This design comes from an exercise in tuning for small area and a short achievable clock period on the open sky130 flow, not from production work.
In this exercise RTL edits were held to simulation tests only and were not proved equivalent to the original.
Power is estimated from default activity; no workload was simulated.

**flow/design.v**
```verilog
module cpu (clk,clrn,inst,pc,alu_out,reg1,reg2);
    input  [31:0] inst;
    input         clk, clrn;
    output [31:0] pc;
    output [31:0] alu_out;
    output [31:0] reg1, reg2;
    wire [5:0] op = inst[31:26];
    wire [4:0] rc = inst[25:21];
    wire [4:0] ra = inst[20:16];
    wire [4:0] rb = inst[15:11];
    wire [3:0] f  = op[3:0];
    reg  [31:0] pc_q;
    reg  [31:0] r1, r2, r3, r4, r5;
    reg         zf_q, sf_q, cf_q;
    assign pc   = pc_q;
    assign reg1 = r5;
    assign reg2 = r4;
    wire [31:0] a = ({32{ra == 5'd1}} & r1) | ({32{ra == 5'd2}} & r2) |
                    ({32{ra == 5'd3}} & r3) | ({32{ra == 5'd4}} & r4) |
                    ({32{ra == 5'd5}} & r5);
    wire        imm_sel = ~op[5] & op[4];
    wire [31:0] b = ({32{~imm_sel & (rb == 5'd1)}} & r1) | ({32{~imm_sel & (rb == 5'd2)}} & r2) |
                    ({32{~imm_sel & (rb == 5'd3)}} & r3) | ({32{~imm_sel & (rb == 5'd4)}} & r4) |
                    ({32{~imm_sel & (rb == 5'd5)}} & r5) |
                    ({32{imm_sel}} & {{16{inst[15]}}, inst[15:0]});
    wire alu_grp = ~op[5];
    wire d_sub = alu_grp & ((f == 4'd1) | (f == 4'd9));
    wire d_mul = alu_grp & (f == 4'd2);
    wire d_and = alu_grp & (f == 4'd3);
    wire d_or  = alu_grp & (f == 4'd4);
    wire d_xor = alu_grp & (f == 4'd5);
    wire d_sll = alu_grp & (f == 4'd6);
    wire d_srl = alu_grp & (f == 4'd7);
    wire d_sra = alu_grp & (f == 4'd8);
    wire d_sum = ~(d_and | d_or | d_xor | d_sll | d_srl | d_sra);
    wire [15:0] ma = a[15:0];
    wire [15:0] mb = b[15:0];
    wire one0 = mb[0];
    wire two0 = mb[1] & ~mb[0];
    wire neg0 = mb[1];
    wire pp0_0 = (one0 & ma[0]) ^ neg0;
    wire pp0_1 = ((one0 & ma[1]) | (two0 & ma[0])) ^ neg0;
    wire pp0_2 = ((one0 & ma[2]) | (two0 & ma[1])) ^ neg0;
    wire pp0_3 = ((one0 & ma[3]) | (two0 & ma[2])) ^ neg0;
    wire pp0_4 = ((one0 & ma[4]) | (two0 & ma[3])) ^ neg0;
    wire pp0_5 = ((one0 & ma[5]) | (two0 & ma[4])) ^ neg0;
    wire pp0_6 = ((one0 & ma[6]) | (two0 & ma[5])) ^ neg0;
    wire pp0_7 = ((one0 & ma[7]) | (two0 & ma[6])) ^ neg0;
    wire pp0_8 = ((one0 & ma[8]) | (two0 & ma[7])) ^ neg0;
    wire pp0_9 = ((one0 & ma[9]) | (two0 & ma[8])) ^ neg0;
    wire pp0_10 = ((one0 & ma[10]) | (two0 & ma[9])) ^ neg0;
    wire pp0_11 = ((one0 & ma[11]) | (two0 & ma[10])) ^ neg0;
    wire pp0_12 = ((one0 & ma[12]) | (two0 & ma[11])) ^ neg0;
    wire pp0_13 = ((one0 & ma[13]) | (two0 & ma[12])) ^ neg0;
    wire pp0_14 = ((one0 & ma[14]) | (two0 & ma[13])) ^ neg0;
    wire pp0_15 = ((one0 & ma[15]) | (two0 & ma[14])) ^ neg0;
    wire pp0_16 = ((one0 & ma[15]) | (two0 & ma[15])) ^ neg0;
    wire one1 = mb[2] ^ mb[1];
    wire two1 = (mb[3] & ~mb[2] & ~mb[1]) | (~mb[3] & mb[2] & mb[1]);
    wire neg1 = mb[3];
    wire pp1_0 = (one1 & ma[0]) ^ neg1;
    wire pp1_1 = ((one1 & ma[1]) | (two1 & ma[0])) ^ neg1;
    wire pp1_2 = ((one1 & ma[2]) | (two1 & ma[1])) ^ neg1;
    wire pp1_3 = ((one1 & ma[3]) | (two1 & ma[2])) ^ neg1;
    wire pp1_4 = ((one1 & ma[4]) | (two1 & ma[3])) ^ neg1;
    wire pp1_5 = ((one1 & ma[5]) | (two1 & ma[4])) ^ neg1;
    wire pp1_6 = ((one1 & ma[6]) | (two1 & ma[5])) ^ neg1;
    wire pp1_7 = ((one1 & ma[7]) | (two1 & ma[6])) ^ neg1;
    wire pp1_8 = ((one1 & ma[8]) | (two1 & ma[7])) ^ neg1;
    wire pp1_9 = ((one1 & ma[9]) | (two1 & ma[8])) ^ neg1;
    wire pp1_10 = ((one1 & ma[10]) | (two1 & ma[9])) ^ neg1;
    wire pp1_11 = ((one1 & ma[11]) | (two1 & ma[10])) ^ neg1;
    wire pp1_12 = ((one1 & ma[12]) | (two1 & ma[11])) ^ neg1;
    wire pp1_13 = ((one1 & ma[13]) | (two1 & ma[12])) ^ neg1;
    wire pp1_14 = ((one1 & ma[14]) | (two1 & ma[13])) ^ neg1;
    wire pp1_15 = ((one1 & ma[15]) | (two1 & ma[14])) ^ neg1;
    wire pp1_16 = ((one1 & ma[15]) | (two1 & ma[15])) ^ neg1;
    wire one2 = mb[4] ^ mb[3];
    wire two2 = (mb[5] & ~mb[4] & ~mb[3]) | (~mb[5] & mb[4] & mb[3]);
    wire neg2 = mb[5];
    wire pp2_0 = (one2 & ma[0]) ^ neg2;
    wire pp2_1 = ((one2 & ma[1]) | (two2 & ma[0])) ^ neg2;
    wire pp2_2 = ((one2 & ma[2]) | (two2 & ma[1])) ^ neg2;
    wire pp2_3 = ((one2 & ma[3]) | (two2 & ma[2])) ^ neg2;
    wire pp2_4 = ((one2 & ma[4]) | (two2 & ma[3])) ^ neg2;
    wire pp2_5 = ((one2 & ma[5]) | (two2 & ma[4])) ^ neg2;
    wire pp2_6 = ((one2 & ma[6]) | (two2 & ma[5])) ^ neg2;
    wire pp2_7 = ((one2 & ma[7]) | (two2 & ma[6])) ^ neg2;
    wire pp2_8 = ((one2 & ma[8]) | (two2 & ma[7])) ^ neg2;
    wire pp2_9 = ((one2 & ma[9]) | (two2 & ma[8])) ^ neg2;
    wire pp2_10 = ((one2 & ma[10]) | (two2 & ma[9])) ^ neg2;
    wire pp2_11 = ((one2 & ma[11]) | (two2 & ma[10])) ^ neg2;
    wire pp2_12 = ((one2 & ma[12]) | (two2 & ma[11])) ^ neg2;
    wire pp2_13 = ((one2 & ma[13]) | (two2 & ma[12])) ^ neg2;
    wire pp2_14 = ((one2 & ma[14]) | (two2 & ma[13])) ^ neg2;
    wire pp2_15 = ((one2 & ma[15]) | (two2 & ma[14])) ^ neg2;
    wire pp2_16 = ((one2 & ma[15]) | (two2 & ma[15])) ^ neg2;
    wire one3 = mb[6] ^ mb[5];
    wire two3 = (mb[7] & ~mb[6] & ~mb[5]) | (~mb[7] & mb[6] & mb[5]);
    wire neg3 = mb[7];
    wire pp3_0 = (one3 & ma[0]) ^ neg3;
    wire pp3_1 = ((one3 & ma[1]) | (two3 & ma[0])) ^ neg3;
    wire pp3_2 = ((one3 & ma[2]) | (two3 & ma[1])) ^ neg3;
    wire pp3_3 = ((one3 & ma[3]) | (two3 & ma[2])) ^ neg3;
    wire pp3_4 = ((one3 & ma[4]) | (two3 & ma[3])) ^ neg3;
    wire pp3_5 = ((one3 & ma[5]) | (two3 & ma[4])) ^ neg3;
    wire pp3_6 = ((one3 & ma[6]) | (two3 & ma[5])) ^ neg3;
    wire pp3_7 = ((one3 & ma[7]) | (two3 & ma[6])) ^ neg3;
    wire pp3_8 = ((one3 & ma[8]) | (two3 & ma[7])) ^ neg3;
    wire pp3_9 = ((one3 & ma[9]) | (two3 & ma[8])) ^ neg3;
    wire pp3_10 = ((one3 & ma[10]) | (two3 & ma[9])) ^ neg3;
    wire pp3_11 = ((one3 & ma[11]) | (two3 & ma[10])) ^ neg3;
    wire pp3_12 = ((one3 & ma[12]) | (two3 & ma[11])) ^ neg3;
    wire pp3_13 = ((one3 & ma[13]) | (two3 & ma[12])) ^ neg3;
    wire pp3_14 = ((one3 & ma[14]) | (two3 & ma[13])) ^ neg3;
    wire pp3_15 = ((one3 & ma[15]) | (two3 & ma[14])) ^ neg3;
    wire pp3_16 = ((one3 & ma[15]) | (two3 & ma[15])) ^ neg3;
    wire one4 = mb[8] ^ mb[7];
    wire two4 = (mb[9] & ~mb[8] & ~mb[7]) | (~mb[9] & mb[8] & mb[7]);
    wire neg4 = mb[9];
    wire pp4_0 = (one4 & ma[0]) ^ neg4;
    wire pp4_1 = ((one4 & ma[1]) | (two4 & ma[0])) ^ neg4;
    wire pp4_2 = ((one4 & ma[2]) | (two4 & ma[1])) ^ neg4;
    wire pp4_3 = ((one4 & ma[3]) | (two4 & ma[2])) ^ neg4;
    wire pp4_4 = ((one4 & ma[4]) | (two4 & ma[3])) ^ neg4;
    wire pp4_5 = ((one4 & ma[5]) | (two4 & ma[4])) ^ neg4;
    wire pp4_6 = ((one4 & ma[6]) | (two4 & ma[5])) ^ neg4;
    wire pp4_7 = ((one4 & ma[7]) | (two4 & ma[6])) ^ neg4;
    wire pp4_8 = ((one4 & ma[8]) | (two4 & ma[7])) ^ neg4;
    wire pp4_9 = ((one4 & ma[9]) | (two4 & ma[8])) ^ neg4;
    wire pp4_10 = ((one4 & ma[10]) | (two4 & ma[9])) ^ neg4;
    wire pp4_11 = ((one4 & ma[11]) | (two4 & ma[10])) ^ neg4;
    wire pp4_12 = ((one4 & ma[12]) | (two4 & ma[11])) ^ neg4;
    wire pp4_13 = ((one4 & ma[13]) | (two4 & ma[12])) ^ neg4;
    wire pp4_14 = ((one4 & ma[14]) | (two4 & ma[13])) ^ neg4;
    wire pp4_15 = ((one4 & ma[15]) | (two4 & ma[14])) ^ neg4;
    wire pp4_16 = ((one4 & ma[15]) | (two4 & ma[15])) ^ neg4;
    wire one5 = mb[10] ^ mb[9];
    wire two5 = (mb[11] & ~mb[10] & ~mb[9]) | (~mb[11] & mb[10] & mb[9]);
    wire neg5 = mb[11];
    wire pp5_0 = (one5 & ma[0]) ^ neg5;
    wire pp5_1 = ((one5 & ma[1]) | (two5 & ma[0])) ^ neg5;
    wire pp5_2 = ((one5 & ma[2]) | (two5 & ma[1])) ^ neg5;
    wire pp5_3 = ((one5 & ma[3]) | (two5 & ma[2])) ^ neg5;
    wire pp5_4 = ((one5 & ma[4]) | (two5 & ma[3])) ^ neg5;
    wire pp5_5 = ((one5 & ma[5]) | (two5 & ma[4])) ^ neg5;
    wire pp5_6 = ((one5 & ma[6]) | (two5 & ma[5])) ^ neg5;
    wire pp5_7 = ((one5 & ma[7]) | (two5 & ma[6])) ^ neg5;
    wire pp5_8 = ((one5 & ma[8]) | (two5 & ma[7])) ^ neg5;
    wire pp5_9 = ((one5 & ma[9]) | (two5 & ma[8])) ^ neg5;
    wire pp5_10 = ((one5 & ma[10]) | (two5 & ma[9])) ^ neg5;
    wire pp5_11 = ((one5 & ma[11]) | (two5 & ma[10])) ^ neg5;
    wire pp5_12 = ((one5 & ma[12]) | (two5 & ma[11])) ^ neg5;
    wire pp5_13 = ((one5 & ma[13]) | (two5 & ma[12])) ^ neg5;
    wire pp5_14 = ((one5 & ma[14]) | (two5 & ma[13])) ^ neg5;
    wire pp5_15 = ((one5 & ma[15]) | (two5 & ma[14])) ^ neg5;
    wire pp5_16 = ((one5 & ma[15]) | (two5 & ma[15])) ^ neg5;
    wire one6 = mb[12] ^ mb[11];
    wire two6 = (mb[13] & ~mb[12] & ~mb[11]) | (~mb[13] & mb[12] & mb[11]);
    wire neg6 = mb[13];
    wire pp6_0 = (one6 & ma[0]) ^ neg6;
    wire pp6_1 = ((one6 & ma[1]) | (two6 & ma[0])) ^ neg6;
    wire pp6_2 = ((one6 & ma[2]) | (two6 & ma[1])) ^ neg6;
    wire pp6_3 = ((one6 & ma[3]) | (two6 & ma[2])) ^ neg6;
    wire pp6_4 = ((one6 & ma[4]) | (two6 & ma[3])) ^ neg6;
    wire pp6_5 = ((one6 & ma[5]) | (two6 & ma[4])) ^ neg6;
    wire pp6_6 = ((one6 & ma[6]) | (two6 & ma[5])) ^ neg6;
    wire pp6_7 = ((one6 & ma[7]) | (two6 & ma[6])) ^ neg6;
    wire pp6_8 = ((one6 & ma[8]) | (two6 & ma[7])) ^ neg6;
    wire pp6_9 = ((one6 & ma[9]) | (two6 & ma[8])) ^ neg6;
    wire pp6_10 = ((one6 & ma[10]) | (two6 & ma[9])) ^ neg6;
    wire pp6_11 = ((one6 & ma[11]) | (two6 & ma[10])) ^ neg6;
    wire pp6_12 = ((one6 & ma[12]) | (two6 & ma[11])) ^ neg6;
    wire pp6_13 = ((one6 & ma[13]) | (two6 & ma[12])) ^ neg6;
    wire pp6_14 = ((one6 & ma[14]) | (two6 & ma[13])) ^ neg6;
    wire pp6_15 = ((one6 & ma[15]) | (two6 & ma[14])) ^ neg6;
    wire pp6_16 = ((one6 & ma[15]) | (two6 & ma[15])) ^ neg6;
    wire one7 = mb[14] ^ mb[13];
    wire two7 = (mb[15] & ~mb[14] & ~mb[13]) | (~mb[15] & mb[14] & mb[13]);
    wire neg7 = mb[15];
    wire pp7_0 = (one7 & ma[0]) ^ neg7;
    wire pp7_1 = ((one7 & ma[1]) | (two7 & ma[0])) ^ neg7;
    wire pp7_2 = ((one7 & ma[2]) | (two7 & ma[1])) ^ neg7;
    wire pp7_3 = ((one7 & ma[3]) | (two7 & ma[2])) ^ neg7;
    wire pp7_4 = ((one7 & ma[4]) | (two7 & ma[3])) ^ neg7;
    wire pp7_5 = ((one7 & ma[5]) | (two7 & ma[4])) ^ neg7;
    wire pp7_6 = ((one7 & ma[6]) | (two7 & ma[5])) ^ neg7;
    wire pp7_7 = ((one7 & ma[7]) | (two7 & ma[6])) ^ neg7;
    wire pp7_8 = ((one7 & ma[8]) | (two7 & ma[7])) ^ neg7;
    wire pp7_9 = ((one7 & ma[9]) | (two7 & ma[8])) ^ neg7;
    wire pp7_10 = ((one7 & ma[10]) | (two7 & ma[9])) ^ neg7;
    wire pp7_11 = ((one7 & ma[11]) | (two7 & ma[10])) ^ neg7;
    wire pp7_12 = ((one7 & ma[12]) | (two7 & ma[11])) ^ neg7;
    wire pp7_13 = ((one7 & ma[13]) | (two7 & ma[12])) ^ neg7;
    wire pp7_14 = ((one7 & ma[14]) | (two7 & ma[13])) ^ neg7;
    wire pp7_15 = ((one7 & ma[15]) | (two7 & ma[14])) ^ neg7;
    wire pp7_16 = ((one7 & ma[15]) | (two7 & ma[15])) ^ neg7;
    wire hs1 = neg5 ^ pp0_10;
    wire hc2 = neg5 & pp0_10;
    wire hs3 = pp0_11 ^ pp1_9;
    wire hc4 = pp0_11 & pp1_9;
    wire fs5 = neg6 ^ pp0_12 ^ pp1_10;
    wire fc6 = (neg6 & pp0_12) | (neg6 & pp1_10) | (pp0_12 & pp1_10);
    wire hs7 = pp2_8 ^ pp3_6;
    wire hc8 = pp2_8 & pp3_6;
    wire fs9 = pp0_13 ^ pp1_11 ^ pp2_9;
    wire fc10 = (pp0_13 & pp1_11) | (pp0_13 & pp2_9) | (pp1_11 & pp2_9);
    wire hs11 = pp3_7 ^ pp4_5;
    wire hc12 = pp3_7 & pp4_5;
    wire fs13 = neg7 ^ pp0_14 ^ pp1_12;
    wire fc14 = (neg7 & pp0_14) | (neg7 & pp1_12) | (pp0_14 & pp1_12);
    wire fs15 = pp2_10 ^ pp3_8 ^ pp4_6;
    wire fc16 = (pp2_10 & pp3_8) | (pp2_10 & pp4_6) | (pp3_8 & pp4_6);
    wire hs17 = pp5_4 ^ pp6_2;
    wire hc18 = pp5_4 & pp6_2;
    wire fs19 = pp0_15 ^ pp1_13 ^ pp2_11;
    wire fc20 = (pp0_15 & pp1_13) | (pp0_15 & pp2_11) | (pp1_13 & pp2_11);
    wire fs21 = pp3_9 ^ pp4_7 ^ pp5_5;
    wire fc22 = (pp3_9 & pp4_7) | (pp3_9 & pp5_5) | (pp4_7 & pp5_5);
    wire hs23 = pp6_3 ^ pp7_1;
    wire hc24 = pp6_3 & pp7_1;
    wire fs25 = pp0_16 ^ pp1_14 ^ pp2_12;
    wire fc26 = (pp0_16 & pp1_14) | (pp0_16 & pp2_12) | (pp1_14 & pp2_12);
    wire fs27 = pp3_10 ^ pp4_8 ^ pp5_6;
    wire fc28 = (pp3_10 & pp4_8) | (pp3_10 & pp5_6) | (pp4_8 & pp5_6);
    wire hs29 = pp6_4 ^ pp7_2;
    wire hc30 = pp6_4 & pp7_2;
    wire fs31 = pp0_16 ^ pp1_15 ^ pp2_13;
    wire fc32 = (pp0_16 & pp1_15) | (pp0_16 & pp2_13) | (pp1_15 & pp2_13);
    wire fs33 = pp3_11 ^ pp4_9 ^ pp5_7;
    wire fc34 = (pp3_11 & pp4_9) | (pp3_11 & pp5_7) | (pp4_9 & pp5_7);
    wire hs35 = pp6_5 ^ pp7_3;
    wire hc36 = pp6_5 & pp7_3;
    wire fs37 = ~pp0_16 ^ ~pp1_16 ^ pp2_14;
    wire fc38 = (~pp0_16 & ~pp1_16) | (~pp0_16 & pp2_14) | (~pp1_16 & pp2_14);
    wire fs39 = pp3_12 ^ pp4_10 ^ pp5_8;
    wire fc40 = (pp3_12 & pp4_10) | (pp3_12 & pp5_8) | (pp4_10 & pp5_8);
    wire hs41 = pp6_6 ^ pp7_4;
    wire hc42 = pp6_6 & pp7_4;
    wire fs43 = 1'b1 ^ pp2_15 ^ pp3_13;
    wire fc44 = (1'b1 & pp2_15) | (1'b1 & pp3_13) | (pp2_15 & pp3_13);
    wire fs45 = pp4_11 ^ pp5_9 ^ pp6_7;
    wire fc46 = (pp4_11 & pp5_9) | (pp4_11 & pp6_7) | (pp5_9 & pp6_7);
    wire fs47 = ~pp2_16 ^ pp3_14 ^ pp4_12;
    wire fc48 = (~pp2_16 & pp3_14) | (~pp2_16 & pp4_12) | (pp3_14 & pp4_12);
    wire hs49 = 1'b1 ^ pp3_15;
    wire hc50 = 1'b1 & pp3_15;
    wire hs51 = neg3 ^ pp0_6;
    wire hc52 = neg3 & pp0_6;
    wire hs53 = pp0_7 ^ pp1_5;
    wire hc54 = pp0_7 & pp1_5;
    wire fs55 = neg4 ^ pp0_8 ^ pp1_6;
    wire fc56 = (neg4 & pp0_8) | (neg4 & pp1_6) | (pp0_8 & pp1_6);
    wire hs57 = pp2_4 ^ pp3_2;
    wire hc58 = pp2_4 & pp3_2;
    wire fs59 = pp0_9 ^ pp1_7 ^ pp2_5;
    wire fc60 = (pp0_9 & pp1_7) | (pp0_9 & pp2_5) | (pp1_7 & pp2_5);
    wire hs61 = pp3_3 ^ pp4_1;
    wire hc62 = pp3_3 & pp4_1;
    wire fs63 = pp1_8 ^ pp2_6 ^ pp3_4;
    wire fc64 = (pp1_8 & pp2_6) | (pp1_8 & pp3_4) | (pp2_6 & pp3_4);
    wire fs65 = pp4_2 ^ pp5_0 ^ hs1;
    wire fc66 = (pp4_2 & pp5_0) | (pp4_2 & hs1) | (pp5_0 & hs1);
    wire fs67 = pp2_7 ^ pp3_5 ^ pp4_3;
    wire fc68 = (pp2_7 & pp3_5) | (pp2_7 & pp4_3) | (pp3_5 & pp4_3);
    wire fs69 = pp5_1 ^ hc2 ^ hs3;
    wire fc70 = (pp5_1 & hc2) | (pp5_1 & hs3) | (hc2 & hs3);
    wire fs71 = pp4_4 ^ pp5_2 ^ pp6_0;
    wire fc72 = (pp4_4 & pp5_2) | (pp4_4 & pp6_0) | (pp5_2 & pp6_0);
    wire fs73 = hc4 ^ hs7 ^ fs5;
    wire fc74 = (hc4 & hs7) | (hc4 & fs5) | (hs7 & fs5);
    wire fs75 = pp5_3 ^ pp6_1 ^ hc8;
    wire fc76 = (pp5_3 & pp6_1) | (pp5_3 & hc8) | (pp6_1 & hc8);
    wire fs77 = hs11 ^ fc6 ^ fs9;
    wire fc78 = (hs11 & fc6) | (hs11 & fs9) | (fc6 & fs9);
    wire fs79 = pp7_0 ^ hc12 ^ hs17;
    wire fc80 = (pp7_0 & hc12) | (pp7_0 & hs17) | (hc12 & hs17);
    wire fs81 = fc10 ^ fs13 ^ fs15;
    wire fc82 = (fc10 & fs13) | (fc10 & fs15) | (fs13 & fs15);
    wire fs83 = hc18 ^ hs23 ^ fc14;
    wire fc84 = (hc18 & hs23) | (hc18 & fc14) | (hs23 & fc14);
    wire fs85 = fc16 ^ fs19 ^ fs21;
    wire fc86 = (fc16 & fs19) | (fc16 & fs21) | (fs19 & fs21);
    wire fs87 = hc24 ^ hs29 ^ fc20;
    wire fc88 = (hc24 & hs29) | (hc24 & fc20) | (hs29 & fc20);
    wire fs89 = fc22 ^ fs25 ^ fs27;
    wire fc90 = (fc22 & fs25) | (fc22 & fs27) | (fs25 & fs27);
    wire fs91 = hc30 ^ hs35 ^ fc26;
    wire fc92 = (hc30 & hs35) | (hc30 & fc26) | (hs35 & fc26);
    wire fs93 = fc28 ^ fs31 ^ fs33;
    wire fc94 = (fc28 & fs31) | (fc28 & fs33) | (fs31 & fs33);
    wire fs95 = hc36 ^ hs41 ^ fc32;
    wire fc96 = (hc36 & hs41) | (hc36 & fc32) | (hs41 & fc32);
    wire fs97 = fc34 ^ fs37 ^ fs39;
    wire fc98 = (fc34 & fs37) | (fc34 & fs39) | (fs37 & fs39);
    wire fs99 = pp7_5 ^ hc42 ^ fc38;
    wire fc100 = (pp7_5 & hc42) | (pp7_5 & fc38) | (hc42 & fc38);
    wire fs101 = fc40 ^ fs43 ^ fs45;
    wire fc102 = (fc40 & fs43) | (fc40 & fs45) | (fs43 & fs45);
    wire fs103 = pp5_10 ^ pp6_8 ^ pp7_6;
    wire fc104 = (pp5_10 & pp6_8) | (pp5_10 & pp7_6) | (pp6_8 & pp7_6);
    wire fs105 = fc44 ^ fc46 ^ fs47;
    wire fc106 = (fc44 & fc46) | (fc44 & fs47) | (fc46 & fs47);
    wire fs107 = pp4_13 ^ pp5_11 ^ pp6_9;
    wire fc108 = (pp4_13 & pp5_11) | (pp4_13 & pp6_9) | (pp5_11 & pp6_9);
    wire fs109 = pp7_7 ^ hs49 ^ fc48;
    wire fc110 = (pp7_7 & hs49) | (pp7_7 & fc48) | (hs49 & fc48);
    wire fs111 = ~pp3_16 ^ pp4_14 ^ pp5_12;
    wire fc112 = (~pp3_16 & pp4_14) | (~pp3_16 & pp5_12) | (pp4_14 & pp5_12);
    wire fs113 = pp6_10 ^ pp7_8 ^ hc50;
    wire fc114 = (pp6_10 & pp7_8) | (pp6_10 & hc50) | (pp7_8 & hc50);
    wire fs115 = 1'b1 ^ pp4_15 ^ pp5_13;
    wire fc116 = (1'b1 & pp4_15) | (1'b1 & pp5_13) | (pp4_15 & pp5_13);
    wire hs117 = pp6_11 ^ pp7_9;
    wire hc118 = pp6_11 & pp7_9;
    wire fs119 = ~pp4_16 ^ pp5_14 ^ pp6_12;
    wire fc120 = (~pp4_16 & pp5_14) | (~pp4_16 & pp6_12) | (pp5_14 & pp6_12);
    wire hs121 = 1'b1 ^ pp5_15;
    wire hc122 = 1'b1 & pp5_15;
    wire hs123 = neg2 ^ pp0_4;
    wire hc124 = neg2 & pp0_4;
    wire hs125 = pp0_5 ^ pp1_3;
    wire hc126 = pp0_5 & pp1_3;
    wire fs127 = pp1_4 ^ pp2_2 ^ pp3_0;
    wire fc128 = (pp1_4 & pp2_2) | (pp1_4 & pp3_0) | (pp2_2 & pp3_0);
    wire fs129 = pp2_3 ^ pp3_1 ^ hc52;
    wire fc130 = (pp2_3 & pp3_1) | (pp2_3 & hc52) | (pp3_1 & hc52);
    wire fs131 = pp4_0 ^ hc54 ^ hs57;
    wire fc132 = (pp4_0 & hc54) | (pp4_0 & hs57) | (hc54 & hs57);
    wire fs133 = hc58 ^ hs61 ^ fc56;
    wire fc134 = (hc58 & hs61) | (hc58 & fc56) | (hs61 & fc56);
    wire fs135 = hc62 ^ fc60 ^ fs63;
    wire fc136 = (hc62 & fc60) | (hc62 & fs63) | (fc60 & fs63);
    wire fs137 = fc64 ^ fs67 ^ fc66;
    wire fc138 = (fc64 & fs67) | (fc64 & fc66) | (fs67 & fc66);
    wire fs139 = fc68 ^ fs71 ^ fc70;
    wire fc140 = (fc68 & fs71) | (fc68 & fc70) | (fs71 & fc70);
    wire fs141 = fc72 ^ fs75 ^ fc74;
    wire fc142 = (fc72 & fs75) | (fc72 & fc74) | (fs75 & fc74);
    wire fs143 = fc76 ^ fs79 ^ fc78;
    wire fc144 = (fc76 & fs79) | (fc76 & fc78) | (fs79 & fc78);
    wire fs145 = fc80 ^ fs83 ^ fc82;
    wire fc146 = (fc80 & fs83) | (fc80 & fc82) | (fs83 & fc82);
    wire fs147 = fc84 ^ fs87 ^ fc86;
    wire fc148 = (fc84 & fs87) | (fc84 & fc86) | (fs87 & fc86);
    wire fs149 = fc88 ^ fs91 ^ fc90;
    wire fc150 = (fc88 & fs91) | (fc88 & fc90) | (fs91 & fc90);
    wire fs151 = fc92 ^ fs95 ^ fc94;
    wire fc152 = (fc92 & fs95) | (fc92 & fc94) | (fs95 & fc94);
    wire fs153 = fc96 ^ fs99 ^ fc98;
    wire fc154 = (fc96 & fs99) | (fc96 & fc98) | (fs99 & fc98);
    wire fs155 = fs103 ^ fc100 ^ fc102;
    wire fc156 = (fs103 & fc100) | (fs103 & fc102) | (fc100 & fc102);
    wire fs157 = fc104 ^ fs107 ^ fs109;
    wire fc158 = (fc104 & fs107) | (fc104 & fs109) | (fs107 & fs109);
    wire fs159 = fc108 ^ fs111 ^ fs113;
    wire fc160 = (fc108 & fs111) | (fc108 & fs113) | (fs111 & fs113);
    wire fs161 = hs117 ^ fc112 ^ fs115;
    wire fc162 = (hs117 & fc112) | (hs117 & fs115) | (fc112 & fs115);
    wire fs163 = pp7_10 ^ hc118 ^ fc116;
    wire fc164 = (pp7_10 & hc118) | (pp7_10 & fc116) | (hc118 & fc116);
    wire fs165 = pp6_13 ^ pp7_11 ^ hs121;
    wire fc166 = (pp6_13 & pp7_11) | (pp6_13 & hs121) | (pp7_11 & hs121);
    wire fs167 = ~pp5_16 ^ pp6_14 ^ pp7_12;
    wire fc168 = (~pp5_16 & pp6_14) | (~pp5_16 & pp7_12) | (pp6_14 & pp7_12);
    wire hs169 = 1'b1 ^ pp6_15;
    wire hc170 = 1'b1 & pp6_15;
    wire hs171 = neg1 ^ pp0_2;
    wire hc172 = neg1 & pp0_2;
    wire hs173 = pp0_3 ^ pp1_1;
    wire hc174 = pp0_3 & pp1_1;
    wire fs175 = pp1_2 ^ pp2_0 ^ hs123;
    wire fc176 = (pp1_2 & pp2_0) | (pp1_2 & hs123) | (pp2_0 & hs123);
    wire fs177 = pp2_1 ^ hc124 ^ hs125;
    wire fc178 = (pp2_1 & hc124) | (pp2_1 & hs125) | (hc124 & hs125);
    wire fs179 = hc126 ^ hs51 ^ fs127;
    wire fc180 = (hc126 & hs51) | (hc126 & fs127) | (hs51 & fs127);
    wire fs181 = hs53 ^ fc128 ^ fs129;
    wire fc182 = (hs53 & fc128) | (hs53 & fs129) | (fc128 & fs129);
    wire fs183 = fs55 ^ fc130 ^ fs131;
    wire fc184 = (fs55 & fc130) | (fs55 & fs131) | (fc130 & fs131);
    wire fs185 = fs59 ^ fc132 ^ fs133;
    wire fc186 = (fs59 & fc132) | (fs59 & fs133) | (fc132 & fs133);
    wire fs187 = fs65 ^ fc134 ^ fs135;
    wire fc188 = (fs65 & fc134) | (fs65 & fs135) | (fc134 & fs135);
    wire fs189 = fs69 ^ fc136 ^ fs137;
    wire fc190 = (fs69 & fc136) | (fs69 & fs137) | (fc136 & fs137);
    wire fs191 = fs73 ^ fc138 ^ fs139;
    wire fc192 = (fs73 & fc138) | (fs73 & fs139) | (fc138 & fs139);
    wire fs193 = fs77 ^ fc140 ^ fs141;
    wire fc194 = (fs77 & fc140) | (fs77 & fs141) | (fc140 & fs141);
    wire fs195 = fs81 ^ fc142 ^ fs143;
    wire fc196 = (fs81 & fc142) | (fs81 & fs143) | (fc142 & fs143);
    wire fs197 = fs85 ^ fc144 ^ fs145;
    wire fc198 = (fs85 & fc144) | (fs85 & fs145) | (fc144 & fs145);
    wire fs199 = fs89 ^ fc146 ^ fs147;
    wire fc200 = (fs89 & fc146) | (fs89 & fs147) | (fc146 & fs147);
    wire fs201 = fs93 ^ fc148 ^ fs149;
    wire fc202 = (fs93 & fc148) | (fs93 & fs149) | (fc148 & fs149);
    wire fs203 = fs97 ^ fc150 ^ fs151;
    wire fc204 = (fs97 & fc150) | (fs97 & fs151) | (fc150 & fs151);
    wire fs205 = fs101 ^ fc152 ^ fs153;
    wire fc206 = (fs101 & fc152) | (fs101 & fs153) | (fc152 & fs153);
    wire fs207 = fs105 ^ fc154 ^ fs155;
    wire fc208 = (fs105 & fc154) | (fs105 & fs155) | (fc154 & fs155);
    wire fs209 = fc106 ^ fc156 ^ fs157;
    wire fc210 = (fc106 & fc156) | (fc106 & fs157) | (fc156 & fs157);
    wire fs211 = fc110 ^ fs159 ^ fc158;
    wire fc212 = (fc110 & fs159) | (fc110 & fc158) | (fs159 & fc158);
    wire fs213 = fc114 ^ fs161 ^ fc160;
    wire fc214 = (fc114 & fs161) | (fc114 & fc160) | (fs161 & fc160);
    wire fs215 = fs119 ^ fs163 ^ fc162;
    wire fc216 = (fs119 & fs163) | (fs119 & fc162) | (fs163 & fc162);
    wire fs217 = fc120 ^ fs165 ^ fc164;
    wire fc218 = (fc120 & fs165) | (fc120 & fc164) | (fs165 & fc164);
    wire fs219 = hc122 ^ fs167 ^ fc166;
    wire fc220 = (hc122 & fs167) | (hc122 & fc166) | (fs167 & fc166);
    wire fs221 = pp7_13 ^ hs169 ^ fc168;
    wire fc222 = (pp7_13 & hs169) | (pp7_13 & fc168) | (hs169 & fc168);
    wire fs223 = ~pp6_16 ^ pp7_14 ^ hc170;
    wire fc224 = (~pp6_16 & pp7_14) | (~pp6_16 & hc170) | (pp7_14 & hc170);
    wire hs225 = 1'b1 ^ pp7_15;
    wire hc226 = 1'b1 & pp7_15;
    wire [31:0] ms = {1'b1, ~pp7_16, hs225, fs223, fs221, fs219, fs217, fs215, fs213, fs211, fs209, fs207, fs205, fs203, fs201, fs199, fs197, fs195, fs193, fs191, fs189, fs187, fs185, fs183, fs181, fs179, fs177, fs175, hs173, hs171, pp0_1, neg0};
    wire [31:0] mc = {1'b0, hc226, fc224, fc222, fc220, fc218, fc216, fc214, fc212, fc210, fc208, fc206, fc204, fc202, fc200, fc198, fc196, fc194, fc192, fc190, fc188, fc186, fc184, fc182, fc180, fc178, fc176, hc174, hc172, pp1_0, 1'b0, pp0_0};
    wire [31:0] x = d_mul ? ms : a;
    wire [31:0] y = d_mul ? mc : (b ^ {32{d_sub}});
    wire        cin = d_sub;
    wire g0_0 = x[0] & y[0];
    wire p0_0 = x[0] ^ y[0];
    wire g0_1 = x[1] & y[1];
    wire p0_1 = x[1] ^ y[1];
    wire g0_2 = x[2] & y[2];
    wire p0_2 = x[2] ^ y[2];
    wire g0_3 = x[3] & y[3];
    wire p0_3 = x[3] ^ y[3];
    wire g0_4 = x[4] & y[4];
    wire p0_4 = x[4] ^ y[4];
    wire g0_5 = x[5] & y[5];
    wire p0_5 = x[5] ^ y[5];
    wire g0_6 = x[6] & y[6];
    wire p0_6 = x[6] ^ y[6];
    wire g0_7 = x[7] & y[7];
    wire p0_7 = x[7] ^ y[7];
    wire g0_8 = x[8] & y[8];
    wire p0_8 = x[8] ^ y[8];
    wire g0_9 = x[9] & y[9];
    wire p0_9 = x[9] ^ y[9];
    wire g0_10 = x[10] & y[10];
    wire p0_10 = x[10] ^ y[10];
    wire g0_11 = x[11] & y[11];
    wire p0_11 = x[11] ^ y[11];
    wire g0_12 = x[12] & y[12];
    wire p0_12 = x[12] ^ y[12];
    wire g0_13 = x[13] & y[13];
    wire p0_13 = x[13] ^ y[13];
    wire g0_14 = x[14] & y[14];
    wire p0_14 = x[14] ^ y[14];
    wire g0_15 = x[15] & y[15];
    wire p0_15 = x[15] ^ y[15];
    wire g0_16 = x[16] & y[16];
    wire p0_16 = x[16] ^ y[16];
    wire g0_17 = x[17] & y[17];
    wire p0_17 = x[17] ^ y[17];
    wire g0_18 = x[18] & y[18];
    wire p0_18 = x[18] ^ y[18];
    wire g0_19 = x[19] & y[19];
    wire p0_19 = x[19] ^ y[19];
    wire g0_20 = x[20] & y[20];
    wire p0_20 = x[20] ^ y[20];
    wire g0_21 = x[21] & y[21];
    wire p0_21 = x[21] ^ y[21];
    wire g0_22 = x[22] & y[22];
    wire p0_22 = x[22] ^ y[22];
    wire g0_23 = x[23] & y[23];
    wire p0_23 = x[23] ^ y[23];
    wire g0_24 = x[24] & y[24];
    wire p0_24 = x[24] ^ y[24];
    wire g0_25 = x[25] & y[25];
    wire p0_25 = x[25] ^ y[25];
    wire g0_26 = x[26] & y[26];
    wire p0_26 = x[26] ^ y[26];
    wire g0_27 = x[27] & y[27];
    wire p0_27 = x[27] ^ y[27];
    wire g0_28 = x[28] & y[28];
    wire p0_28 = x[28] ^ y[28];
    wire g0_29 = x[29] & y[29];
    wire p0_29 = x[29] ^ y[29];
    wire g0_30 = x[30] & y[30];
    wire p0_30 = x[30] ^ y[30];
    wire g0_31 = x[31] & y[31];
    wire p0_31 = x[31] ^ y[31];
    wire gg0 = g0_0 | (p0_0 & cin);
    wire G227 = g0_1 | (p0_1 & gg0);
    wire G229 = g0_3 | (p0_3 & g0_2);
    wire P230 = p0_3 & p0_2;
    wire G231 = g0_5 | (p0_5 & g0_4);
    wire P232 = p0_5 & p0_4;
    wire G233 = g0_7 | (p0_7 & g0_6);
    wire P234 = p0_7 & p0_6;
    wire G235 = g0_9 | (p0_9 & g0_8);
    wire P236 = p0_9 & p0_8;
    wire G237 = g0_11 | (p0_11 & g0_10);
    wire P238 = p0_11 & p0_10;
    wire G239 = g0_13 | (p0_13 & g0_12);
    wire P240 = p0_13 & p0_12;
    wire G241 = g0_15 | (p0_15 & g0_14);
    wire P242 = p0_15 & p0_14;
    wire G243 = g0_17 | (p0_17 & g0_16);
    wire P244 = p0_17 & p0_16;
    wire G245 = g0_19 | (p0_19 & g0_18);
    wire P246 = p0_19 & p0_18;
    wire G247 = g0_21 | (p0_21 & g0_20);
    wire P248 = p0_21 & p0_20;
    wire G249 = g0_23 | (p0_23 & g0_22);
    wire P250 = p0_23 & p0_22;
    wire G251 = g0_25 | (p0_25 & g0_24);
    wire P252 = p0_25 & p0_24;
    wire G253 = g0_27 | (p0_27 & g0_26);
    wire P254 = p0_27 & p0_26;
    wire G255 = g0_29 | (p0_29 & g0_28);
    wire P256 = p0_29 & p0_28;
    wire G257 = g0_31 | (p0_31 & g0_30);
    wire P258 = p0_31 & p0_30;
    wire G259 = g0_2 | (p0_2 & G227);
    wire G261 = G229 | (P230 & G227);
    wire G263 = g0_6 | (p0_6 & G231);
    wire P264 = p0_6 & P232;
    wire G265 = G233 | (P234 & G231);
    wire P266 = P234 & P232;
    wire G267 = g0_10 | (p0_10 & G235);
    wire P268 = p0_10 & P236;
    wire G269 = G237 | (P238 & G235);
    wire P270 = P238 & P236;
    wire G271 = g0_14 | (p0_14 & G239);
    wire P272 = p0_14 & P240;
    wire G273 = G241 | (P242 & G239);
    wire P274 = P242 & P240;
    wire G275 = g0_18 | (p0_18 & G243);
    wire P276 = p0_18 & P244;
    wire G277 = G245 | (P246 & G243);
    wire P278 = P246 & P244;
    wire G279 = g0_22 | (p0_22 & G247);
    wire P280 = p0_22 & P248;
    wire G281 = G249 | (P250 & G247);
    wire P282 = P250 & P248;
    wire G283 = g0_26 | (p0_26 & G251);
    wire P284 = p0_26 & P252;
    wire G285 = G253 | (P254 & G251);
    wire P286 = P254 & P252;
    wire G287 = g0_30 | (p0_30 & G255);
    wire P288 = p0_30 & P256;
    wire G289 = G257 | (P258 & G255);
    wire P290 = P258 & P256;
    wire G291 = g0_4 | (p0_4 & G261);
    wire G293 = G231 | (P232 & G261);
    wire G295 = G263 | (P264 & G261);
    wire G297 = G265 | (P266 & G261);
    wire G299 = g0_12 | (p0_12 & G269);
    wire P300 = p0_12 & P270;
    wire G301 = G239 | (P240 & G269);
    wire P302 = P240 & P270;
    wire G303 = G271 | (P272 & G269);
    wire P304 = P272 & P270;
    wire G305 = G273 | (P274 & G269);
    wire P306 = P274 & P270;
    wire G307 = g0_20 | (p0_20 & G277);
    wire P308 = p0_20 & P278;
    wire G309 = G247 | (P248 & G277);
    wire P310 = P248 & P278;
    wire G311 = G279 | (P280 & G277);
    wire P312 = P280 & P278;
    wire G313 = G281 | (P282 & G277);
    wire P314 = P282 & P278;
    wire G315 = g0_28 | (p0_28 & G285);
    wire P316 = p0_28 & P286;
    wire G317 = G255 | (P256 & G285);
    wire P318 = P256 & P286;
    wire G319 = G287 | (P288 & G285);
    wire P320 = P288 & P286;
    wire G321 = G289 | (P290 & G285);
    wire P322 = P290 & P286;
    wire G323 = g0_8 | (p0_8 & G297);
    wire G325 = G235 | (P236 & G297);
    wire G327 = G267 | (P268 & G297);
    wire G329 = G269 | (P270 & G297);
    wire G331 = G299 | (P300 & G297);
    wire G333 = G301 | (P302 & G297);
    wire G335 = G303 | (P304 & G297);
    wire G337 = G305 | (P306 & G297);
    wire G339 = g0_24 | (p0_24 & G313);
    wire P340 = p0_24 & P314;
    wire G341 = G251 | (P252 & G313);
    wire P342 = P252 & P314;
    wire G343 = G283 | (P284 & G313);
    wire P344 = P284 & P314;
    wire G345 = G285 | (P286 & G313);
    wire P346 = P286 & P314;
    wire G347 = G315 | (P316 & G313);
    wire P348 = P316 & P314;
    wire G349 = G317 | (P318 & G313);
    wire P350 = P318 & P314;
    wire G351 = G319 | (P320 & G313);
    wire P352 = P320 & P314;
    wire G353 = G321 | (P322 & G313);
    wire P354 = P322 & P314;
    wire G355 = g0_16 | (p0_16 & G337);
    wire G357 = G243 | (P244 & G337);
    wire G359 = G275 | (P276 & G337);
    wire G361 = G277 | (P278 & G337);
    wire G363 = G307 | (P308 & G337);
    wire G365 = G309 | (P310 & G337);
    wire G367 = G311 | (P312 & G337);
    wire G369 = G313 | (P314 & G337);
    wire G371 = G339 | (P340 & G337);
    wire G373 = G341 | (P342 & G337);
    wire G375 = G343 | (P344 & G337);
    wire G377 = G345 | (P346 & G337);
    wire G379 = G347 | (P348 & G337);
    wire G381 = G349 | (P350 & G337);
    wire G383 = G351 | (P352 & G337);
    wire G385 = G353 | (P354 & G337);
    wire [31:0] g = {g0_31, g0_30, g0_29, g0_28, g0_27, g0_26, g0_25, g0_24, g0_23, g0_22, g0_21, g0_20, g0_19, g0_18, g0_17, g0_16, g0_15, g0_14, g0_13, g0_12, g0_11, g0_10, g0_9, g0_8, g0_7, g0_6, g0_5, g0_4, g0_3, g0_2, g0_1, g0_0};
    wire [31:0] p = {p0_31, p0_30, p0_29, p0_28, p0_27, p0_26, p0_25, p0_24, p0_23, p0_22, p0_21, p0_20, p0_19, p0_18, p0_17, p0_16, p0_15, p0_14, p0_13, p0_12, p0_11, p0_10, p0_9, p0_8, p0_7, p0_6, p0_5, p0_4, p0_3, p0_2, p0_1, p0_0};
    wire [31:0] c = {G383, G381, G379, G377, G375, G373, G371, G369, G367, G365, G363, G361, G359, G357, G355, G337, G335, G333, G331, G329, G327, G325, G323, G297, G295, G293, G291, G261, G259, G227, gg0, cin};
    wire        cout = G385;
    wire [31:0] sum = p ^ c;
    wire        right = d_srl | d_sra;
    wire        fill  = d_sra & a[31];
    reg  [31:0] a_rev;
    integer i;
    always @* for (i = 0; i < 32; i = i + 1) a_rev[i] = a[31-i];
    wire [32:0] sw = {right ? a : a_rev, 1'b0};
    wire [4:0]  n  = b[4:0];
    wire [32:0] s0 = n[0] ? {{1{fill}},  sw[32:1]}  : sw;
    wire [32:0] s1 = n[1] ? {{2{fill}},  s0[32:2]}  : s0;
    wire [32:0] s2 = n[2] ? {{4{fill}},  s1[32:4]}  : s1;
    wire [32:0] s3 = n[3] ? {{8{fill}},  s2[32:8]}  : s2;
    wire [32:0] s4 = n[4] ? {{16{fill}}, s3[32:16]} : s3;
    reg  [31:0] shl;
    always @* for (i = 0; i < 32; i = i + 1) shl[i] = s4[32-i];
    wire [31:0] r = ({32{d_sum}} & sum) |
                    ({32{d_and | d_or}} & g) |
                    ({32{d_or | d_xor}} & p) |
                    ({32{d_sll}} & shl) |
                    ({32{right}} & s4[32:1]);
    wire cf = (d_sum & ~d_mul & cout) | ((d_sll | right) & s4[0]);
    assign alu_out = r;
    wire wreg = alu_grp & (f <= 4'd8);
    always @(posedge clk or negedge clrn)
        if (!clrn) begin
            r1 <= 0; r2 <= 0; r3 <= 0; r4 <= 0; r5 <= 0;
        end else if (wreg) begin
            if (rc == 5'd1) r1 <= r;
            if (rc == 5'd2) r2 <= r;
            if (rc == 5'd3) r3 <= r;
            if (rc == 5'd4) r4 <= r;
            if (rc == 5'd5) r5 <= r;
        end
    always @(posedge clk or negedge clrn)
        if (!clrn) begin
            zf_q <= 0; sf_q <= 0; cf_q <= 0;
        end else begin
            zf_q <= ~|r; sf_q <= r[31]; cf_q <= cf;
        end
    reg take;
    always @* begin
        case (f)
            4'd0:  take = 1'b1;
            4'd1:  take = zf_q & ~sf_q;
            4'd2:  take = ~zf_q;
            4'd3:  take = sf_q & ~zf_q;
            4'd4:  take = sf_q | zf_q;
            4'd5:  take = ~sf_q & ~zf_q;
            4'd6:  take = ~sf_q | zf_q;
            4'd7:  take = cf_q;
            4'd8:  take = ~cf_q;
            4'd9:  take = zf_q;
            4'd10: take = ~zf_q;
            default: take = 1'b0;
        endcase
    end
    wire jmp = op[5] & op[4] & take;
    wire [32:0] ic;
    assign ic[0] = 1'b1;
    genvar k;
    generate for (k = 0; k < 32; k = k + 1) begin : inc
        assign ic[k+1] = ic[k] & pc_q[k];
    end endgenerate
    wire [31:0] pc1 = pc_q ^ ic[31:0];
    always @(posedge clk or negedge clrn)
        if (!clrn) pc_q <= 0;
        else       pc_q <= jmp ? {24'b0, inst[25:18]} : pc1;
endmodule
```
**flow/flow/run.sh**
```bash
#!/bin/bash
# The standard layout, with the port buffers made from sky130_fd_sc_hd__buf_1
# cells instead of the cell buffer_ports picks by default, and timing repair
# aiming at a setup slack margin of 4.5 ns.
set -euo pipefail
bash standard.sh synth > synth.log 2>&1
bash standard.sh "BUFFER_PORTS_ARGS=-buffer_cell sky130_fd_sc_hd__buf_1" SETUP_SLACK_MARGIN=4.5 finish > layout.log 2>&1
```
**flow/standard.sh**
```bash
#!/bin/bash
# synth_recipe.tcl (not shown) runs the flow's synth.tcl, then flattens the netlist and writes it again
# the make line also repeats each setting of config.mk as NAME=value (left out here)
make -C /OpenROAD-flow-scripts/flow DESIGN_CONFIG=/design/flow/config.mk WORK_HOME=/design/flow/orfs CLKGATE_MAP_FILE= SYNTH_SCRIPT=/design/flow/synth_recipe.tcl "${@:-finish}"
```
**flow/config.mk**
```make
export PLATFORM = sky130hd
export DESIGN_NAME = cpu
export DESIGN_NICKNAME = cpu
export VERILOG_FILES = /design/flow/design.v
export SDC_FILE = /design/flow/constraint.sdc
export NUM_CORES = 4
export LEC_CHECK = 0
export ABC_AREA = 1
export CAP_MARGIN = 20
export CORE_MARGIN = 2
export CORE_UTILIZATION = 40
export SETUP_SLACK_MARGIN = 5
export SLEW_MARGIN = 20
export TNS_END_PERCENT = 10
```
**flow/constraint.sdc**
```tcl
create_clock -name core_clock -period 20.0 [get_ports {clk}]
set_input_delay 4.0000 -clock core_clock [delete_from_list [all_inputs] [get_ports {clk}]]
set_output_delay 4.0000 -clock core_clock [all_outputs]
set_load 0.01 [all_outputs]
```
==> results of run 1 <==
## final timing paths
path / startpoint / to / slack [ns] / cells after the start
max in group asynchronous: clrn / pc_q[19] / 14.87 / 3
max reg2reg: r5[8] / zf_q / 12.28 / 28
min reg2reg: pc_q[0] / pc_q[0] / 0.55 / 1
min: pc_q[0] / pc_q[0] / 0.55 / 1
max: inst[18] / alu_out[17] / 4.49 / 27
min in group asynchronous: clrn / r3[6] / 3.52 / 1
## power breakdown
part	switching (W)	total (W)	leakage [nW]	internal [W]
registers	0.0000607	0.000533	2.30	0.000472
logic	0.000588	0.000869	9.10	0.000281
clock network	0.000170	0.000355	0.287	0.000185
total	0.000819	0.00176	11.7	0.000938
## stage by stage
step	util, %	std cells	hold slack [ns]	setup slack [ns]	cell area (µm²)
CTS	44.6	3835	0.544	4.47	23500
finish	45.4	3862	0.549	4.49	23900
detailed placement	42.5	3770	0.526	2.96	22400
floorplan	-	3068	0.504	5.94	21400
global route	45.4	3862	0.571	4.35	23900
global placement	42.5	3770	0.499	3.09	22400
## cell type report
class / instances / area (µm²)
Inverter: 423 / 1670
Fill cell: 5454 / 28800
Timing Repair Buffer: 260 / 1500
Clock inverter: 11 / 115
Clock buffer: 21 / 470
Tap cell: 688 / 861
Sequential cell: 195 / 4880
Multi-Input combinational cell: 2264 / 14400
## logic make-up (layout without fill, tap and decap cells)
kind of cell | after synthesis | count (layout)
adder cells (fa/ha/maj) | 176 | 176
XOR/XNOR | 153 | 153
flip-flops | 195 | 195
multiplexers | 39 | 39
AO/OA/AOI/OAI | 528 | 528
buffers and inverters | 613 | 715
AND/OR/NAND/NOR | 1364 | 1368
## flip-flops by register name, indices dropped and copies added, names as in the netlist
register,flops
r5,32
cf_q,1
r4,32
r2,32
r3,32
pc_q,32
zf_q,1
r1,32
sf_q,1
## layout by cell type (no fill, tap or decap), drive strengths merged, types with 14 or more instances in the layout
master / instances
a2111oi: 14
a21oi: 61
a22oi: 21
a31oi: 16
buf: 257
clkbuf: 24
clkinvlp: 15
dfrtp: 195
fa: 95
ha: 81
inv: 410
mux2: 39
nand2: 562
nand3: 492
nand3b: 15
nand4: 46
nor2: 231
o21ai: 226
o22ai: 149
xor2: 143
## layer usage
metal  global-route usage [%]  share of wire, %  vias to the layer above
met4                     15.0               4.7                        0
met2                     54.1                44                     1398
li1                         -                 -                    10400
met5                        0                 0                        -
met1                     49.2                42                    11400
met3                     6.97                10                      205
## critical path: cells and delay by family
family | cells | cell delay, ns
adder cells (fa/ha/maj) | 6 | 2.96
AND/OR/NAND/NOR | 10 | 2.21
buffers and inverters | 6 | 1.43
AO/OA/AOI/OAI | 3 | 0.46
XOR/XNOR | 2 | 0.35
## timing repair
item,CTS,global route
setup endpoints to repair,24,17
endpoints found under the hold margin,0,0
gates cloned,3,1
pin swaps,8,4
buffers inserted,30,25
resized for setup,55,46
==> flow_metrics.tcl, run 1 <==
set metrics [dict create \
    status "complete, no violations" \
    crit_arrival_ns 11.51 \
    gr-total-overflow 0 \
    die_x_um 235 \
    postSynthCellCount 3068 \
    synth-compound-area-share_pct 14.7 \
    io_pins 162 \
    clockRootBuffer "clkbuf_16" \
    synthMuxAreaShare_pct 2.05 \
    finalWirelength_um 100000 \
    critPathLaunchType "input port" \
    synthAdderAreaFrac_pct 13.6 \
    ys_seq_elements 195 \
    cts_hold_buf 0 \
    period_needed_ns 15.51 \
    first_pass_iters 9 \
    drv_cap 0 \
    synth_warnings 1 \
    hold_path_class "reg -> reg" \
    num_vias 23400 \
    syn_area_per_cell_um2 6.97 \
    syn_nets 3278 \
    rsz0062_at_grt "true" \
    slowest_stage "inv_1" \
    path_common_cell "fa_1" \
    yosys.area.top_type_share_pct 22.8 \
    wl_per_cell_um 26.0 \
    num_antenna_cells 0 \
    synthTopCellsByCount "nand2_1, nand3_1, inv_1" \
    ys_seq_area_share_pct 22.8 \
    hold_viol 0 \
    maxSlewHeadroom_pct 15.5 \
    power_density_mw_per_mm2 73.5 \
    nets 3371 \
    p_leak_nw 11.7 \
    crit_path_end_kind "output port" \
    cts.path.max_buffers 2 \
    drive_gt1_share_pct 10.1 \
    syn-cell-area_mm2 0.0214 \
    yosys.area_share.simple_pct 29.0 \
    rows 84 \
    globalplace.congestion 0.974 \
    setup_viol 0 \
    drcViolationCount 0 \
    synthXorXnorAreaFrac_pct 6.27 \
    post_drt_via_cell_ratio 6.05 \
    h-tree-depth 4 \
    synth_enable_flop_cells 0 \
    die_area_mm2 0.0553 \
    crit_type "in -> out" \
    ir_worst_vdd_mv 0.0751 \
    grt_usage_pct 35.6 \
    max_clock_freq_mhz 64.5 \
    grt_pass1_wl_um 149000 \
    timing.final.crit_share_pct 77.5 \
    cp_max_fo 37 \
    grt_max_degree 93 \
    start_util_pct 40.6 \
    synth.distinct_cells 54 \
    grt_pass1_vias 22500 \
    cts.sink_count 195 \
    p_total_w 0.00176 \
    synth_top_family_by_area "simple AND/OR/NAND/NOR gates" \
    synthToLayoutAreaGrowth_pct 11.8 \
    finalSetupTns_ns 0 \
    yosys.area.top_type "dfrtp_1" \
    critPathMaxStageDelay_ns 0.56 \
    ant_nets 0 \
    drt_iter0_markers 3020 \
    cts_buffers 17 \
    slew_violations 0 \
    cts_tree "yes" \
    crit_required_ns 16.00 \
    tightest_slew_ns 1.24 \
    die_height_um 235 \
    clkLatencyLatePin_ns 0.47 \
    yosysMostFrequentCell "nand2_1" \
    grt_antenna_before_repair 0 \
    clk_pin_slew_ns 0.08 \
    synth-main-ff-cell "dfrtp_1" \
    dp.final_hpwl_um 73500 \
    async_flop_share_pct 100 \
    ys_top_cells_by_area "dfrtp_1, nand3_1, nand2_1" \
    io_buffers 161 \
    core_mm2 0.0527 \
    skew_ns 0.0185 \
]
==> run 2, diff against run 1 <==
==> flow/flow/run.sh (replaced) <==
#!/bin/bash
# The standard layout, with the port buffers made from sky130_fd_sc_hd__buf_1
# cells instead of the cell buffer_ports picks by default, and timing repair
# aiming at a setup slack margin of 5.5 ns.
set -euo pipefail
bash standard.sh synth > synth.log 2>&1
bash standard.sh "BUFFER_PORTS_ARGS=-buffer_cell sky130_fd_sc_hd__buf_1" SETUP_SLACK_MARGIN=5.5 finish > layout.log 2>&1
==> run 2 against run 1 <==
  * Final cell count up 4.4%
  * Utilization increased by 5.3 points
  * Setup slack improved by 1.1 ns
  * Maximum frequency up 7.3%
  * Combinational power increased by 14%
  * Total power is 7.1% higher
  * Clock skew rose by 0.0023 ns
  * Die area stayed put
  * Non-clock buffer count is 163 higher
  * Sequential share of layout area fell by 2.1 points
  * Global-route usage increased by 1.2 points
  * Area after synthesis unchanged
  * Critical endpoint is now alu_out[29]
==> flow_metrics.tcl, run 2 <==
set metrics [dict create \
    clockRootBuffer "clkbuf_16" \
    skew_ns 0.0208 \
    synth_warnings 1 \
    setup_viol 0 \
    tightest_slew_ns 1.05 \
    synth_enable_flop_cells 0 \
    clk_pin_slew_ns 0.08 \
    grt_usage_pct 36.8 \
    rows 84 \
    power_density_mw_per_mm2 70.5 \
    period_needed_ns 14.45 \
    drive_gt1_share_pct 19.7 \
    postSynthCellCount 3068 \
    synthToLayoutAreaGrowth_pct 24.8 \
    switching_share_pct 46.3 \
    multi_input_area_mm2 0.0153 \
    crit_arrival_ns 10.45 \
    yosys.area.top_type_share_pct 22.8 \
    p_leak_nw 12.9 \
    grt_max_degree 93 \
    die_height_um 235 \
    synth-main-ff-cell "dfrtp_1" \
    crit_path_end_kind "output port" \
    globalplace.congestion 0.974 \
    crit_required_ns 16.00 \
    yosys.area.top_type "dfrtp_1" \
    num_vias 24800 \
    cts.path.max_buffers 2 \
    syn_area_per_cell_um2 6.97 \
    fillCellCount 5190 \
    async_flop_share_pct 100 \
    drt_iter0_markers 3290 \
    drv_cap 0 \
    core_mm2 0.0527 \
    hold_path_class "reg -> reg" \
    cp_max_fo 8 \
    cts_buffers 17 \
    synthTopCellsByCount "nand2_1, nand3_1, inv_1" \
    io_pins 162 \
    slew_violations 0 \
    grt_antenna_before_repair 1 \
    ir_worst_vdd_mv 0.0757 \
    synth.distinct_cells 54 \
    ys_seq_area_share_pct 22.8 \
    slowest_stage "fa_1" \
    max_clock_freq_mhz 69.2 \
    post_drt_via_cell_ratio 6.14 \
    critPathLaunchType "input port" \
    clkLatencyLatePin_ns 0.47 \
    maxSlewHeadroom_pct 27.9 \
    cts_hold_buf 0 \
    io_buffers 161 \
    syn_nets 3278 \
    final_common_cell "nand2_1" \
    cts.sink_count 195 \
    intPower_w 0.00101 \
    hold_viol 0 \
    register_area_mm2 0.00488 \
    gr-total-overflow 0 \
    yosysMostFrequentCell "nand2_1" \
    syn-cell-area_mm2 0.0214 \
    ys_top_cells_by_area "dfrtp_1, nand3_1, nand2_1" \
    comb_power_share_pct 52.7 \
    pre_cts_ws_ns 2.96 \
    status "complete, no violations" \
    ant_nets 0 \
    start_util_pct 40.6 \
    cts_tree "yes" \
    switching_power_w 0.000870 \
    drcViolationCount 0 \
    timing.final.crit_share_pct 72.2 \
    critPathMaxStageDelay_ns 0.49 \
    nets 3540 \
    finalWirelength_um 107000 \
    crit_type "in -> out" \
    wl_per_cell_um 26.5 \
    h-tree-depth 4 \
    die_area_mm2 0.0553 \
    finalSetupTns_ns 0 \
    p_seq_share_pct 28.4 \
    final_cell_mix "nand2_1, nand3_1, inv_1, buf_4, o21ai_0" \
    die_x_um 235 \
    ys_seq_elements 195 \
    rsz0062_at_grt "true" \
    timing.final.ws_setup_ns 5.55 \
    first_pass_iters 6 \
    grt_pass1_vias 23100 \
    clkPwrFrac_pct 18.9 \
    grt_pass1_wl_um 153000 \
    dp.final_hpwl_um 73500 \
]
==> run 2: cells by family (layout without fill, tap and decap cells) <==
family	count (synthesis)	count (layout)	synth area share, %
AO/OA/AOI/OAI	528	528	14.7
XOR/XNOR	153	153	6.27
adder cells (fa/ha/maj)	176	176	13.6
buffers and inverters	613	879	11.6
flip-flops	195	195	22.8
multiplexers	39	39	2.05
other	0	1	0
AND/OR/NAND/NOR	1364	1373	29.0
==> run 2: worst max-delay path, delay by kind of cell <==
family	cells	cell delay, ns
buf+inv	12	1.48
fa+ha+maj	5	2.30
xor+xnor	1	0.19
compound gates	7	0.94
simple gates	12	1.51
==> run 2: layer usage <==
metal | vias up | routed length (µm) | track usage, %
li1 | 10700 | - | -
met1 | 12100 | 42500 | 49.4
met2 | 1646 | 46700 | 56.0
met3 | 299 | 11600 | 8.26
met4 | 2 | 5950 | 17.6
met5 | - | 17 | 0
==> run 2: final timing paths <==
| kind | end | cells after the start | startpoint | slack, ns |
|---|---|---|---|---|
| setup / recovery | alu_out[29] | 37 | inst[12] | 5.55 |
| hold / removal | r3[11] | 1 | r3[11] | 0.55 |
| setup reg to reg | zf_q | 37 | r2[6] | 12.97 |
| hold reg to reg | r3[11] | 1 | r3[11] | 0.55 |
| max in group asynchronous | pc_q[19] | 3 | clrn | 14.87 |
| min in group asynchronous | r3[6] | 1 | clrn | 3.52 |
==> run 2: power by group through the flow <==
stage	sequential (W)	clock (W)	combinational, W
6_report	0.000534	0.000356	0.000991
5_1_grt	0.000542	0.000375	0.00107
4_1_cts	0.000531	0.000360	0.000884
3_5_place_dp	0.000538	0	0.000811
3_3_place_gp	0.000535	0	0.000805
2_1_floorplan	0.000538	0	0.000487
==> run 2: area by class of cell <==
type                            instances  area share [%]
Clock buffer                           21            1.76
Sequential cell                       195            18.3
Clock inverter                         11           0.431
Antenna cell                            1         0.00938
Inverter                              423            6.64
Timing Repair inverter                  1          0.0328
Tap cell                              688            3.23
Multi-Input combinational cell       2269            57.3
Timing Repair Buffer                  423            12.3
==> run 2: per-stage QoR <==
stage                     instance area (µm²)  util (%)  hold slack [ns]  total power, W  instances
after floorplan                         21400         -            0.504         0.00102       3068
after global placement                  22400      42.5            0.499         0.00134       3770
after detailed placement                22400      42.5            0.526         0.00135       3770
after CTS                               24900      47.2            0.544         0.00177       3916
after global routing                    26700      50.7            0.563         0.00199       4031
final                                   26700      50.7            0.547         0.00188       4032
==> run 2: repair_timing <==
item | CTS | global route
endpoints found under the hold margin | 0 | 0
setup endpoints to repair | 26 | 22
cloned | 11 | 7
buffers inserted | 103 | 107
pin swaps | 41 | 104
resized for setup | 207 | 226
==> run 3, diff against run 2 <==
--- a/flow/design.v
+++ b/flow/design.v
@@ -625,5 +625,4 @@
     wire [31:0] c = {G383, G381, G379, G377, G375, G373, G371, G369, G367, G365, G363, G361, G359, G357, G355, G337, G335, G333, G331, G329, G327, G325, G323, G297, G295, G293, G291, G261, G259, G227, gg0, cin};
     wire        cout = G385;
-    wire [31:0] sum = p ^ c;
     wire        right = d_srl | d_sra;
     wire        fill  = d_sra & a[31];
@@ -640,9 +639,9 @@
     reg  [31:0] shl;
     always @* for (i = 0; i < 32; i = i + 1) shl[i] = s4[32-i];
-    wire [31:0] r = ({32{d_sum}} & sum) |
-                    ({32{d_and | d_or}} & g) |
-                    ({32{d_or | d_xor}} & p) |
-                    ({32{d_sll}} & shl) |
-                    ({32{right}} & s4[32:1]);
+    wire [31:0] pr = ({32{d_sum | d_or | d_xor}} & p) |
+                     ({32{d_and | d_or}} & g) |
+                     ({32{d_sll}} & shl) |
+                     ({32{right}} & s4[32:1]);
+    wire [31:0] r = pr ^ ({32{d_sum}} & c);
     wire cf = (d_sum & ~d_mul & cout) | ((d_sll | right) & s4[0]);
     assign alu_out = r;
==> flow/flow/run.sh (replaced) <==
#!/bin/bash
# The standard layout, with the port buffers made from sky130_fd_sc_hd__buf_1
# cells instead of the cell buffer_ports picks by default.
set -euo pipefail
bash standard.sh synth > synth.log 2>&1
bash standard.sh "BUFFER_PORTS_ARGS=-buffer_cell sky130_fd_sc_hd__buf_1" finish > layout.log 2>&1
--- a/flow/config.mk
+++ b/flow/config.mk
@@ -7,8 +7,8 @@
 export LEC_CHECK = 0
 export ABC_AREA = 1
-export CAP_MARGIN = 20
+export CAP_MARGIN = 5
 export CORE_MARGIN = 2
 export CORE_UTILIZATION = 40
 export SETUP_SLACK_MARGIN = 5
-export SLEW_MARGIN = 20
+export SLEW_MARGIN = 5
 export TNS_END_PERCENT = 10
==> run 3 against run 2 <==
  * Still clean on timing, DRC and antenna
  * Via count fell by 1.8%
  * Non-clock buffer count fell by 105
  * Register-to-register slack got worse by 0.52 ns
  * Area after synthesis fell by 1.7%
  * Global-route usage fell by 0.12 points
  * Maximum frequency fell by 2.6%
  * Critical path depth fell by 1
  * Clock skew fell by 0.0028 ns
  * Flip-flop and latch count did not move
  * First-iteration DRC count fell by 0.52%
  * Final cell count fell by 0.60%
  * Total power rose by 2.0%
  * Critical path type unchanged
==> flow_metrics.tcl, run 3 <==
set metrics [dict create \
    slew_violations 0 \
    ys_top_cells_by_area "dfrtp_1, nand2_1, nand3_1" \
    first_pass_iters 6 \
    ant_nets 0 \
    crit-reg2reg-launch "r5[3]" \
    die_x_um 233 \
    h-tree-depth 4 \
    synth_warnings 1 \
    p_leak_nw 11.9 \
    synthTopCellsByCount "nand2_1, nand3_1, inv_1" \
    core_mm2 0.0522 \
    reg2regPathDepth 37 \
    grt_pass1_wl_um 146000 \
    drv_cap 0 \
    crit_path_start "inst[18]" \
    die_height_um 233 \
    cts.sink_count 195 \
    globalplace.congestion 1.04 \
    final_cell_mix "nand2_1, nand3_1, inv_1, o21ai_0, nor2_1" \
    cp_max_fo 19 \
    yosysMostFrequentCell "nand2_1" \
    power_density_mw_per_mm2 78.8 \
    r2r_slack_ns 12.45 \
    num_vias 24300 \
    critPathLaunchType "input port" \
    final_util_pct 46.6 \
    yosys.area.top_type "dfrtp_1" \
    synth_enable_flop_cells 0 \
    drt_iter0_markers 3273 \
    r2r-end "zf_q" \
    synth-main-ff-cell "dfrtp_1" \
    hold_viol 0 \
    syn_nets 3351 \
    syn_area_per_cell_um2 6.68 \
    finalWirelength_um 103000 \
    io_pins 162 \
    ys_seq_elements 195 \
    postSynthCellCount 3148 \
    yosys.area.top_type_share_pct 23.2 \
    drive_gt1_share_pct 10.6 \
    critPathMaxStageDelay_ns 0.53 \
    ir_worst_vdd_mv 0.0566 \
    crit_path_end_kind "output port" \
    p_seq_share_pct 28.1 \
    path_common_cell "inv_1" \
    final_common_cell "nand2_1" \
    hold_path_class "reg -> reg" \
    ys_seq_area_share_pct 23.2 \
    post_drt_via_cell_ratio 6.07 \
    cts_tree "yes" \
    cts_buffers 17 \
    drcViolationCount 0 \
    cts.path.max_buffers 2 \
    rows 84 \
    maxSlewHeadroom_pct 30.7 \
    intPower_w 0.000981 \
    nets 3507 \
    clockRootBuffer "clkbuf_16" \
    tightest_slew_ns 1.04 \
    dp.final_hpwl_um 76000 \
    setup_viol 0 \
    comb_power_share_pct 53.3 \
    gr-total-overflow 0 \
    io_buffers 161 \
    die_area_mm2 0.0544 \
    skew_ns 0.0180 \
    status "complete, no violations" \
    synthToLayoutAreaGrowth_pct 15.8 \
    async_flop_share_pct 100 \
    clkPwrFrac_pct 18.7 \
    slowest_stage "fa_1" \
]
## run 3: cell count changes in the layout (fill, tap and decap cells not counted), sizes merged, moves of 14 or more
cell and change:
a21oi -19, a31oi +19, buf -105, inv +20, mux2 -39, nand2 +104, nand3 -28, nand3b -15
nor2 +20, o21ai +36, o221ai +14
## run 3: worst min path at each step
stage	from	end	cells past startpoint
after floorplan	r1[6]	r1[6]	2
after global routing	pc_q[0]	pc_q[0]	1
after CTS	pc_q[0]	pc_q[0]	1
after global placement	pc_q[0]	pc_q[0]	1
final	pc_q[0]	pc_q[0]	1
after detailed placement	pc_q[0]	pc_q[0]	1
## run 3: power by group through the flow
stage	registers (W)	logic (W)	clock network, W
CTS	0.000536	0.000977	0.000360
global route	0.000545	0.00111	0.000375
finish	0.000538	0.00102	0.000358
floorplan	0.000540	0.000570	0
global placement	0.000540	0.000944	0
detailed placement	0.000543	0.000950	0
## run 3: metrics by stage
step                worst slack (ns)  hold slack [ns]  instance area (µm²)  power, W  instances
floorplan                       5.86            0.475                21000   0.00111       3148
global placement                3.42            0.495                22200   0.00148       3861
detailed placement              3.27            0.520                22200   0.00149       3861
CTS                             5.00            0.528                23400   0.00187       3941
global route                    4.88            0.553                24300   0.00203       4005
finish                          5.17            0.535                24300   0.00192       4008
## run 3: metal layers
layer  part of all wire, %  vias to the layer above  track usage [%]
met5                 0.013                        -                0
met2                    45                     1485             58.0
met3                   8.8                      311             4.87
li1                      -                    10800                -
met4                   5.9                        2             17.6
met1                    41                    11800             49.4
## run 3: kinds of logic (layout without fill, tap and decap cells)
logic type,count (synthesis),in the layout,synth area share (%)
adder cells (fa/ha/maj),169,169,13.2
other,0,3,0
buffers and inverters,619,783,11.6
flip-flops,195,195,23.2
AO/OA/AOI/OAI,564,564,15.7
XOR/XNOR,140,140,5.83
AND/OR/NAND/NOR,1461,1466,30.4
## run 3: layout make-up
type                       count  area (µm²)
antenna                        3        7.51
clock buffer                  18         439
clock inverter                14         135
fill                        5396       27900
inverter                     433        1700
multi-input combinational   2339       14200
sequential                   195        4880
tap                          688         861
timing repair buffer         318        2080
## run 3: repair_timing
action | in CTS | in global routing
cloned | 3 | 5
setup endpoints to repair | 22 | 17
gates resized for setup | 89 | 89
pin swaps | 7 | 33
buffers inserted | 45 | 59
## run 3: critical path, delay by kind of cell
kind,cells,cell delay [ns]
adders and majority gates,5,2.28
and+or+nand+nor,15,1.91
buffers and inverters,12,1.86
AOI/OAI and AO/OA,3,0.52
xor gates and xnor gates,1,0.23

Re-timed with assumed drivers on the ports (clkbuf_16 on the clock, buf_2 on other inputs), run 3 has 5.138 ns of setup slack against 5.171 ns with ideal ports, and 5.138 ns once port delays also move by the mid clock arrival of 0.527 ns.
